Source: an optimization exercise on an open RTL-to-GDS flow (aim: small area). Production flows keep margins and buffers that such runs may drop.
At most, simulation tests tie the RTL to the original design; equivalence was not proved.
No driver is modelled on the clock port, so clocking that relies on it looks cheaper here than on a real chip.
Power is estimated from default activity; no workload was simulated.

== try-ember ==
==> module counter, before the edit <==
module counter(
    input clk,
    input rst,
    input judged,
    input miss,
    output reg [2:0] level,
    output [2:0] level_next,
    output reg [2:0] high
    );
    assign level_next = judged ? (miss ? 3'd0 : level + 3'd1) : level;
    always @(posedge clk) begin
        if (rst) begin
            level <= 0;
            high <= 0;
        end
        else begin
            level <= level_next;
            if (level > high)
                high <= level;
        end
    end
endmodule
==> module seq_gen, before the edit <==
module seq_gen(
    input clk,
    input rst,
    input clk_blink,
    input reset,
    input start_seq,
    input [2:0] level,
    output [15:0] led
    );
    localparam [3:0] IDLE = 4'b1100;
    reg [3:0] index;
    reg [3:0] num;
    wire playing_seq = (index != IDLE);
    wire [3:0] step;
    seq_table table_(
        .lvl (level),
        .idx (index[2:0]),
        .step (step)
    );
    always @(posedge clk) begin
        if (rst) begin
            index <= IDLE;
        end
        else if (reset) begin
            if (playing_seq)
                index <= 0;
        end
        else if (start_seq) begin
            if (!playing_seq)
                index <= 0;
        end
        else if (clk_blink && playing_seq) begin
            if (index > {1'b0, level}) begin
                index <= IDLE;
            end
            else begin
                num <= step;
                index <= index + 1;
            end
        end
    end
    assign led = (playing_seq && index != 0) ? 16'd1 << num : 16'd0;
endmodule
==> module player_seq, before the edit <==
module player_seq(
    input clk,
    input rst,
    input restart,
    input press,
    input [3:0] key,
    input [2:0] level,
    input [2:0] level_next,
    output reg judged,
    output reg miss
    );
    reg [3:0] index;  
    wire [3:0] step;
    seq_table table_(
        .lvl (level_next),
        .idx (index[2:0]),
        .step (step)
    );
    always @(posedge clk) begin
        if (rst || restart) begin
            index <= 0;
            judged <= 0;
            miss <= 0;
        end
        else if (index > {1'b0, level}) begin
            index <= 0;
            judged <= 1;
        end
        else begin
            judged <= 0;
            if (press) begin
                index <= index + 1;
                miss <= (miss & ~judged) | (key != step);
            end
            else if (judged) begin
                miss <= 0;
            end
        end
    end
endmodule
export LEC_CHECK = 0
export CAP_MARGIN = 20
export CORE_MARGIN = 2
export CORE_UTILIZATION = 40
export SLEW_MARGIN = 20
create_clock -name core_clock -period 10.0 [get_ports {clk}]
standard.sh (not shown) runs the stock make flow with config.mk's settings and CLKGATE_MAP_FILE= SYNTH_SCRIPT=/design/flow/synth_recipe.tcl, a recipe that flattens the netlist after the stock synthesis.
==> flow/flow/run.sh <==
#!/bin/bash
# The standard layout (standard.sh), with three changes made through the
# ORFS hooks it reads from the environment:
#  - port buffers are the smallest buffer, buf_1, instead of the one
#    buffer_ports picks by itself;
#  - the clock tree is built of clkbuf_4 without dummy loads;
#  - after clock tree synthesis, flow/post_cts.tcl upsizes the few tree
#    buffers whose flip-flops would see a slow clock edge.
# standard.sh writes each tool's log under orfs/logs; its own output goes to
# standard_flow.log.
set -euo pipefail
export BUFFER_PORTS_ARGS="-buffer_cell sky130_fd_sc_hd__buf_1"
export CTS_ARGS="-sink_clustering_enable -repair_clock_nets -dont_use_dummy_load -buf_list sky130_fd_sc_hd__clkbuf_4 -sink_clustering_size 20"
export POST_CTS_TCL="$(pwd)/flow/post_cts.tcl"
bash standard.sh > standard_flow.log 2>&1
==> flow/flow/post_cts.tcl <==
estimate_parasitics -placement
set upsized 0
foreach inst [get_cells *] {
  if {[get_property $inst ref_name] ne "sky130_fd_sc_hd__clkbuf_4"} { continue }
  set out [get_pins -of_objects $inst -filter "direction == output"]
  set net [get_nets -of_objects $out]
  set sinks [get_pins -of_objects $net -filter "direction == input"]
  # only buffers that drive flip-flops
  set ffs 0
  foreach p $sinks { if {[get_property $p name] eq "CLK"} { incr ffs } }
  if {$ffs == 0} { continue }
  set worst 0.0
  foreach p $sinks {
    foreach prop {slew_max_rise slew_max_fall} {
      set s [get_property $p $prop]
      if {[string is double -strict $s] && $s > $worst} { set worst $s }
    }
  }
  if {$worst > 0.09} {
    puts "upsizing [get_property $inst name]: [llength $sinks] sinks, slew $worst"
    replace_cell $inst [get_lib_cells sky130_fd_sc_hd__clkbuf_8]
    incr upsized
  }
}
puts "upsized $upsized clock buffers"
if {$upsized > 0} {
  detailed_placement
  estimate_parasitics -placement
}
The following lists how try-amber was set up differently from try-ember:
--- a/flow/design.v
+++ b/flow/design.v
@@ -90,7 +90,11 @@
     output [2:0] level_next,
     output reg [2:0] high
     );
-    assign level_next = judged ? (miss ? 3'd0 : level + 3'd1) : level;
+    wire [2:0] level_inc = {level[2] ^ (level[1] & level[0]), level[1] ^ level[0], ~level[0]};
+    assign level_next = judged ? (miss ? 3'd0 : level_inc) : level;
+    wire above = (level[2] & ~high[2]) |
+                 (~(level[2] ^ high[2]) & ((level[1] & ~high[1]) |
+                                           (~(level[1] ^ high[1]) & level[0] & ~high[0])));
     always @(posedge clk) begin
         if (rst) begin
             level <= 0;
@@ -98,7 +102,7 @@
         end
         else begin
             level <= level_next;
-            if (level > high)
+            if (above)
                 high <= level;
         end
     end
@@ -114,6 +118,16 @@
     assign step[2] = (~idx[0] & lvl[0] & lvl[1]) | (~lvl[0] & lvl[1] & ~lvl[2]) | (~idx[0] & idx[2] & ~lvl[1]) | (idx[0] & idx[1] & ~lvl[0] & ~lvl[1]) | (~idx[1] & ~idx[2] & lvl[0] & lvl[1] & lvl[2]) | (~idx[0] & ~idx[1] & ~lvl[0] & ~lvl[1] & lvl[2]);
     assign step[3] = (idx[0] & idx[1]) | (~idx[0] & idx[2] & ~lvl[0]) | (idx[0] & lvl[0] & ~lvl[2]) | (~idx[1] & idx[2] & lvl[0] & lvl[1]) | (~idx[0] & ~idx[2] & lvl[0] & ~lvl[1] & lvl[2]) | (~lvl[0] & ~lvl[1] & ~lvl[2]) | (idx[1] & ~lvl[0] & ~lvl[2]) | (idx[0] & ~idx[2] & ~lvl[0] & lvl[1] & lvl[2]);
 endmodule
+module seq_table_lit(
+    input [2:0] lvl,
+    input [2:0] idx,
+    output [3:0] step
+    );
+    assign step[0] = (idx[0] & ~lvl[0] & ~lvl[2]) | (~idx[0] & lvl[0] & ~lvl[1] & lvl[2]) | (idx[0] & idx[1] & ~idx[2] & lvl[0] & lvl[2]) | (~idx[0] & idx[1] & idx[2] & lvl[0]) | (~idx[1] & ~idx[2] & ~lvl[0] & ~lvl[1]) | (~idx[0] & ~idx[2] & ~lvl[0] & lvl[1] & lvl[2]) | (idx[0] & ~idx[1] & idx[2] & ~lvl[0] & lvl[1]);
+    assign step[1] = (idx[0] & ~idx[1] & ~idx[2] & lvl[0]) | (~idx[1] & idx[2] & lvl[1] & lvl[2]) | (~idx[0] & idx[1] & ~lvl[2]) | (~idx[1] & ~idx[2] & ~lvl[0] & lvl[2]) | (idx[1] & ~lvl[0] & ~lvl[2]) | (~idx[0] & idx[2] & ~lvl[0] & lvl[1]) | (~idx[0] & idx[1] & ~lvl[0] & ~lvl[1]) | (~idx[0] & ~idx[1] & lvl[0] & ~lvl[1]) | (idx[0] & ~idx[2] & lvl[0] & lvl[1] & lvl[2]);
+    assign step[2] = (idx[0] & lvl[0] & lvl[1]) | (~lvl[0] & lvl[1] & ~lvl[2]) | (~idx[1] & ~lvl[0] & ~lvl[1] & lvl[2]) | (idx[0] & idx[2] & ~lvl[1]) | (idx[1] & ~idx[2] & lvl[0] & lvl[1] & lvl[2]);
+    assign step[3] = (~idx[0] & ~idx[1]) | (idx[0] & idx[2] & ~lvl[0]) | (~idx[0] & lvl[0] & ~lvl[2]) | (idx[0] & ~idx[2] & lvl[0] & ~lvl[1] & lvl[2]) | (~lvl[0] & ~lvl[1] & ~lvl[2]) | (~idx[1] & idx[2] & lvl[1]) | (idx[0] & idx[1] & ~lvl[0] & ~lvl[2]) | (~idx[0] & idx[2] & lvl[0] & lvl[1]) | (~idx[0] & ~idx[2] & ~lvl[0] & lvl[1] & lvl[2]);
+endmodule
 module seq_gen(
     input clk,
     input rst,
@@ -125,13 +139,22 @@
     );
     localparam [3:0] IDLE = 4'b1100;
     reg [3:0] index;
-    reg [3:0] num;
+    reg [2:0] level_lit;
     wire playing_seq = (index != IDLE);
-    wire [3:0] step;
-    seq_table table_(
-        .lvl (level),
+    wire lit = playing_seq && (index != 0);
+    wire [3:0] num;
+    wire done = index[3] |
+                (index[2] & ~level[2]) |
+                (~(index[2] ^ level[2]) & ((index[1] & ~level[1]) |
+                                           (~(index[1] ^ level[1]) & index[0] & ~level[0])));
+    wire [3:0] index_inc = {index[3] ^ (index[2] & index[1] & index[0]),
+                            index[2] ^ (index[1] & index[0]),
+                            index[1] ^ index[0],
+                            ~index[0]};
+    seq_table_lit table_(
+        .lvl (level_lit),
         .idx (index[2:0]),
-        .step (step)
+        .step (num)
     );
     always @(posedge clk) begin
         if (rst) begin
@@ -146,16 +169,16 @@
                 index <= 0;
         end
         else if (clk_blink && playing_seq) begin
-            if (index > {1'b0, level}) begin
+            if (done) begin
                 index <= IDLE;
             end
             else begin
-                num <= step;
-                index <= index + 1;
+                level_lit <= level;
+                index <= index_inc;
             end
         end
     end
-    assign led = (playing_seq && index != 0) ? 16'd1 << num : 16'd0;
+    assign led = lit ? 16'd1 << num : 16'd0;
 endmodule
 module player_seq(
     input clk,
@@ -168,27 +191,33 @@
     output reg judged,
     output reg miss
     );
-    reg [3:0] index;  
+    reg [2:0] index;  
+    reg over;
     wire [3:0] step;
     seq_table table_(
         .lvl (level_next),
-        .idx (index[2:0]),
+        .idx (index),
         .step (step)
     );
+    wire last = (index == level_next);
+    wire [2:0] index_inc = {index[2] ^ (index[1] & index[0]), index[1] ^ index[0], ~index[0]};
     always @(posedge clk) begin
         if (rst || restart) begin
             index <= 0;
+            over <= 0;
             judged <= 0;
             miss <= 0;
         end
-        else if (index > {1'b0, level}) begin
+        else if (over) begin
             index <= 0;
+            over <= 0;
             judged <= 1;
         end
         else begin
             judged <= 0;
             if (press) begin
-                index <= index + 1;
+                index <= index_inc;
+                over <= last;
                 miss <= (miss & ~judged) | (key != step);
             end
             else if (judged) begin
==> comparison <==
The total wire length in try-amber was lower than what try-ember gave. Between try-amber and try-ember, it is try-amber whose detail-routed net length per standard cell is lower, by about 6.5%. Going from try-ember to try-amber, worst stage delay on the critical path shrinks by 0.11 ns. Utilization on try-amber is down relative to try-ember. Going from try-ember to try-amber, the post-route minimum period was found to have gone up by 0.39 ns. Of try-ember and try-amber, try-ember shows the higher overall global routing resource usage, with try-amber below it. Delta (try-amber minus try-ember): number of flip-flops and latches in the synthesized netlist fell 1; fraction of power consumed by the clock network rose 1.5 points; total power fell 35 uW. Post-route standard cell area excluding fillers for try-amber is lower than for try-ember. Post-synthesis instance area | try-amber below try-ember.
Only the layout flow was run in try-ember; the RTL was not checked for function there.

port drivers added, routing unchanged:
The results above use ideal ports. As a check the final layouts listed here were re-extracted and re-timed, cells and wires unchanged. Step 1: set_driving_cell puts a clkbuf_16 on clk and a buf_2 on each other input, an assumption about the parent block. Step 2 times the ports against the registers' clock, not the clock port: input delays grow and output delays shrink by t, the midpoint of the rising clock arrivals with the driver on. Slacks: ideal / step 1 / step 2; pairs: ideal / step 1.
| run | t (ns) | setup slack, ns | latest minus earliest clock arrival (ns) |
|---|---|---|---|
| try-ember | 0.544 | 5.535 / 5.503 / 6.047 | 0.034 / 0.034 |
| try-amber | 0.528 | 5.145 / 5.113 / 5.642 | 0.024 / 0.025 |
After both steps every run listed still meets setup and hold.
